Source: an optimization exercise on an open RTL-to-GDS flow (aim: small area, a short achievable clock period and few clock cycles per item). Production flows keep margins and buffers that such runs may drop.
At most, simulation tests tie the RTL to the original design; equivalence was not proved.
Power is estimated from default activity; no workload was simulated.

==> inputs of run X <==
Design systolic_matrix_mult, start of the top module:
module systolic_matrix_mult #(
    parameter DATA_WIDTH = 16,
    parameter FRAC_WIDTH = 8,
    parameter M = 4,
    parameter N = 4,
    parameter K = 4
)(
    input wire clk,
    input wire rst_n,
    input wire start,
    input wire signed [DATA_WIDTH-1:0] a_data,
    input wire [$clog2(M)-1:0] a_row,
    input wire [$clog2(K)-1:0] a_col,
    input wire a_valid,
    input wire signed [DATA_WIDTH-1:0] b_data,
    input wire [$clog2(K)-1:0] b_row,
    input wire [$clog2(N)-1:0] b_col,
    input wire b_valid,
    output reg signed [DATA_WIDTH-1:0] c_data,
    output reg [$clog2(M)-1:0] c_row,
    output reg [$clog2(N)-1:0] c_col,
    output reg c_valid,
    output reg done
);
==> flow/config.mk <==
export PLATFORM = sky130hd
export DESIGN_NAME = systolic_matrix_mult
export DESIGN_NICKNAME = systolic_matrix_mult
export VERILOG_FILES = /design/flow/design.v
export SDC_FILE = /design/flow/constraint.sdc
export NUM_CORES = 4
export LEC_CHECK = 0
export ABC_CLOCK_PERIOD_IN_PS = 3000
export CAP_MARGIN = 20
export CORE_MARGIN = 2
export CORE_UTILIZATION = 30
export SETUP_SLACK_MARGIN = 5
export SLEW_MARGIN = 20
==> flow/constraint.sdc <==
create_clock -name core_clock -period 10.0 [get_ports {clk}]
set_input_delay 2.0000 -clock core_clock [delete_from_list [all_inputs] [get_ports {clk}]]
set_output_delay 2.0000 -clock core_clock [all_outputs]
set_load 0.01 [all_outputs]
run.sh (not shown) runs the stock make flow with config.mk's settings and CLKGATE_MAP_FILE= SYNTH_SCRIPT=/design/flow/synth_recipe.tcl, a recipe that flattens the netlist after the stock synthesis.
==> run Z: changes against run X <==
--- a/flow/design.v
+++ b/flow/design.v
@@ -49,30 +49,34 @@
         for (x = 0; x < 4; x = x + 1) row_ok[x] = |cand[x*4 +: 4];
         pick_v = |row_ok;
         pick_i = row_ok[0] ? 2'd0 : row_ok[1] ? 2'd1 : row_ok[2] ? 2'd2 : 2'd3;
         row_cand = cand[pick_i*4 +: 4];
         pick_j = row_cand[0] ? 2'd0 : row_cand[1] ? 2'd1 : row_cand[2] ? 2'd2 : 2'd3;
         pick = pick_v ? (16'd1 << {pick_i, pick_j}) : 16'd0;
     end
-    wire pick_last = pick_v && ((issued | pick) == 16'hffff);
+    reg [3:0] n_issued;      
+    wire pick_last = pick_v && (n_issued == 4'd15);
     always @(posedge clk or negedge rst_n) begin
         if (!rst_n) begin
             for (x = 0; x < 4; x = x + 1) a_cnt[x] <= 3'd0;
             for (y = 0; y < 4; y = y + 1) b_cnt[y] <= 3'd0;
             issued <= 16'd0;
+            n_issued <= 4'd0;
         end else if (start) begin
             for (x = 0; x < 4; x = x + 1) a_cnt[x] <= 3'd0;
             for (y = 0; y < 4; y = y + 1) b_cnt[y] <= 3'd0;
             issued <= 16'd0;
+            n_issued <= 4'd0;
         end else begin
             for (x = 0; x < 4; x = x + 1)
                 if (a_valid && a_row == x) a_cnt[x] <= a_cnt[x] + 1'b1;
             for (y = 0; y < 4; y = y + 1)
                 if (b_valid && b_col == y) b_cnt[y] <= b_cnt[y] + 1'b1;
             issued <= issued | pick;
+            if (pick_v) n_issued <= n_issued + 1'b1;
         end
     end
     wire [15:0] a0 = mat_a[{pick_i, 2'd0}];
     wire [15:0] b0 = mat_b[{2'd0, pick_j}];
     wire [15:0] a1 = mat_a[{pick_i, 2'd1}];
     wire [15:0] b1 = mat_b[{2'd1, pick_j}];
     wire [15:0] a2 = mat_a[{pick_i, 2'd2}];
==> flow/flow/run.sh (new file) <==
#!/bin/bash
set -euo pipefail
margin=$(cat flow/margin.txt)
bash standard.sh SETUP_SLACK_MARGIN="$margin" finish > standard_flow.log 2>&1
==> flow/flow/margin.txt (new file) <==
6.5
==> flow/standard.sh (new file) <==
#!/bin/bash
# synth_recipe.tcl (not shown) runs the flow's synth.tcl, then flattens the netlist and writes it again
# the make line also repeats each setting of config.mk as NAME=value (left out here)
make -C /OpenROAD-flow-scripts/flow DESIGN_CONFIG=/design/flow/config.mk WORK_HOME=/design/flow/orfs CLKGATE_MAP_FILE= SYNTH_SCRIPT=/design/flow/synth_recipe.tcl "${@:-finish}"
==> flow/config.mk (replaced) <==
export PLATFORM = sky130hd
export DESIGN_NAME = systolic_matrix_mult
export DESIGN_NICKNAME = systolic_matrix_mult
export VERILOG_FILES = /design/flow/design.v
export SDC_FILE = /design/flow/constraint.sdc
export NUM_CORES = 4
export LEC_CHECK = 0
export CAP_MARGIN = 20
export CORE_MARGIN = 2
export CORE_UTILIZATION = 40
export CTS_BUF_LIST = sky130_fd_sc_hd__clkbuf_8
export CTS_CLUSTER_SIZE = 30
export SLEW_MARGIN = 20
removed: flow/run.sh
==> notes <==
In run Z the worst setup slack is better than in run X, by 0.64 ns. Against run Z, the clock power of run X is larger by 8.7%. Against run X, the combinational power of run Z is higher by 30%. In run X the sequential share of layout area is higher than in run Z, by 0.74 points. Between run X and run Z, the lower hold slack is in run Z (gap 0.0020 ns). Between run Z and run X, the lower fmax is in run X (gap about 17%, measured against run X). Against run X, the via count of run Z is higher by 6.5%. In run Z the count of clock-buffer cells in the layout is higher than in run X, by 31. Area after synthesis is about the same in run Z and run X. Against run X, the register-to-register slack of run Z is better by 0.64 ns. In run Z the synthesized cell count is smaller than in run X, by about 1.3%.
==> figures <==
Result of the run: run X complete, no violations; run Z complete, no violations
Synthesized net count: run X 4779; run Z 4726
Arithmetic-cell share of the synthesized area counting full adders, half adders and majority gates: run X 18.26%; run Z 18.27%
Post-synthesis cell count: run X 4261; run Z 4207
Compound-gate portion of the synthesized area: run X 11.93%; run Z 13.01%
Power share of the clock group: run X 24.3%; run Z 20.1%
Layout Cell Area excl Fill: run X 55530 sq um; run Z 57350 sq um
Commonest non-fill, non-tap cell in the layout: run X sky130_fd_sc_hd__edfxtp_1; run Z sky130_fd_sc_hd__inv_1
Area share of xor/xnor cells in the synthesized design: run X 9.968%; run Z 10.06%
Final Instance Count excl. Fillers: run X 6441; run Z 6059
Number of levels in the clock H-tree: run X 3; run Z 4
Final total power: run X 14.40 mW; run Z 16.05 mW
Final WL: run X 139.4 mm; run Z 151.2 mm
Count of fill cells added during filler insertion: run X 16300; run Z 11160
Non-clk buf share: run X 2.368%; run Z 4.924%
Hold worst-path end: run X c_row[1]$_DFF_P_; run Z p2_i[0]$_DFF_P_
Sequential cell area: run X 23150 sq um; run Z 23490 sq um
Layout clock buffers: run X 139; run Z 170
Total clock network power: run X 3.50 mW; run Z 3.22 mW
Min-delay src: run X p2_i[1]$_DFF_P_; run Z p1_i[0]$_DFF_P_
Count of routing violations after the opening detailed-route iteration: run X 3211; run Z 3646
Clk cell area share: run X 5.683%; run Z 5.230%
NumNets Final: run X 4688; run Z 4814
Testbench counts of run X, summed over its fixed seeds: cycles 49,921, items 1,600.
Function not checked in run Z: the RTL went through the layout flow alone.

---

==> lagoon: inputs <==
RTL: one of the versions met above, not the one the previous note started from.
clock: 10.0 ns
lec_check: 0
cap_margin: 20
core_margin: 2
core_utilization: 60
slew_margin: 20
standard.sh (not shown) runs the stock make flow with config.mk's settings and CLKGATE_MAP_FILE= SYNTH_SCRIPT=/design/flow/synth_recipe.tcl, a recipe that flattens the netlist after the stock synthesis.
==> flow/flow/run.sh <==
#!/bin/bash
set -euo pipefail
margin=$(cat flow/margin.txt)
bash standard.sh SETUP_SLACK_MARGIN="$margin" finish > standard_flow.log 2>&1
==> flow/flow/margin.txt <==
6.5
==> juniper: changes against lagoon <==
--- a/flow/design.v
+++ b/flow/design.v
@@ -49,34 +49,30 @@
         for (x = 0; x < 4; x = x + 1) row_ok[x] = |cand[x*4 +: 4];
         pick_v = |row_ok;
         pick_i = row_ok[0] ? 2'd0 : row_ok[1] ? 2'd1 : row_ok[2] ? 2'd2 : 2'd3;
         row_cand = cand[pick_i*4 +: 4];
         pick_j = row_cand[0] ? 2'd0 : row_cand[1] ? 2'd1 : row_cand[2] ? 2'd2 : 2'd3;
         pick = pick_v ? (16'd1 << {pick_i, pick_j}) : 16'd0;
     end
-    reg [3:0] n_issued;      
-    wire pick_last = pick_v && (n_issued == 4'd15);
+    wire pick_last = pick_v && ((issued | pick) == 16'hffff);
     always @(posedge clk or negedge rst_n) begin
         if (!rst_n) begin
             for (x = 0; x < 4; x = x + 1) a_cnt[x] <= 3'd0;
             for (y = 0; y < 4; y = y + 1) b_cnt[y] <= 3'd0;
             issued <= 16'd0;
-            n_issued <= 4'd0;
         end else if (start) begin
             for (x = 0; x < 4; x = x + 1) a_cnt[x] <= 3'd0;
             for (y = 0; y < 4; y = y + 1) b_cnt[y] <= 3'd0;
             issued <= 16'd0;
-            n_issued <= 4'd0;
         end else begin
             for (x = 0; x < 4; x = x + 1)
                 if (a_valid && a_row == x) a_cnt[x] <= a_cnt[x] + 1'b1;
             for (y = 0; y < 4; y = y + 1)
                 if (b_valid && b_col == y) b_cnt[y] <= b_cnt[y] + 1'b1;
             issued <= issued | pick;
-            if (pick_v) n_issued <= n_issued + 1'b1;
         end
     end
     wire [15:0] a0 = mat_a[{pick_i, 2'd0}];
     wire [15:0] b0 = mat_b[{2'd0, pick_j}];
     wire [15:0] a1 = mat_a[{pick_i, 2'd1}];
     wire [15:0] b1 = mat_b[{2'd1, pick_j}];
     wire [15:0] a2 = mat_a[{pick_i, 2'd2}];
==> flow/config.mk (replaced) <==
export PLATFORM = sky130hd
export DESIGN_NAME = systolic_matrix_mult
export DESIGN_NICKNAME = systolic_matrix_mult
export VERILOG_FILES = /design/flow/design.v
export SDC_FILE = /design/flow/constraint.sdc
export NUM_CORES = 4
export LEC_CHECK = 0
export CAP_MARGIN = 20
export CORE_MARGIN = 2
export CORE_UTILIZATION = 30
export SLEW_MARGIN = 20
==> comparison table <==
Run status: lagoon complete, no violations; juniper complete, no violations
Via total after detailed routing: lagoon 34319; juniper 32929
Crit-path slowest cell: lagoon sky130_fd_sc_hd__fa_1; juniper sky130_fd_sc_hd__fa_2
Number of unique standard cell types used by synthesis: lagoon 63; juniper 57
Non-filler cells in the finished layout: lagoon 5366; juniper 6569
Number of cells after detailed placement: lagoon 5086; juniper 6264
Setup Fix Bufs, Post-CTS: lagoon 60; juniper 57
Placeable core region: lagoon 81980 µm²; juniper 164400 µm²
Final-layout clock-cell area share: lagoon 5.544%; juniper 5.227%
Sw Share: lagoon 37.58%; juniper 36.55%
Gate power share: lagoon 52.4%; juniper 51.9%
Total placed instance area: lagoon 51130 µm²; juniper 52500 µm²
Mapped Area: lagoon 49610 µm²; juniper 49550 µm²
Testbench counts of juniper, summed over its fixed seeds: cycles 49,921, items 1,600.
No functional check of the RTL was part of lagoon.

## separate check: timing with driven ports
Ports are ideal in the flow. The routed layouts listed here were re-timed in OpenROAD.
Step 1 sets driving cells, clkbuf_16 on the clock port and buf_2 on the other inputs (assumed; they add their load-dependent delay and slew).
Step 2, shift: input delay + t, output delay - t, t = (earliest + latest rising clock arrival at the registers) / 2. This alone moves slack from input paths to output paths.
Slacks: ideal / step 1 / step 2; pairs: ideal / step 1.
run	t (ns)	setup slack, ns	hold slack, ns	worst register clock-pin slew, ns	cell pins on the clock port's net
run X	0.740	5.520 / 5.520 / 5.520	0.327 / 0.327 / 0.327	0.06 / 0.06	1
run Z	0.893	6.157 / 6.157 / 5.718	0.325 / 0.325 / 0.325	0.09 / 0.09	1
lagoon	0.722	6.158 / 6.158 / 5.923	0.327 / 0.327 / 0.327	0.07 / 0.07	1
juniper	0.742	6.223 / 6.223 / 5.850	0.324 / 0.324 / 0.324	0.06 / 0.06	1
After both steps setup and hold are still met in every run listed. The setup slack of run Z, which loses most, moves by 0.000 ns with the drivers and by -0.439 ns with both steps.
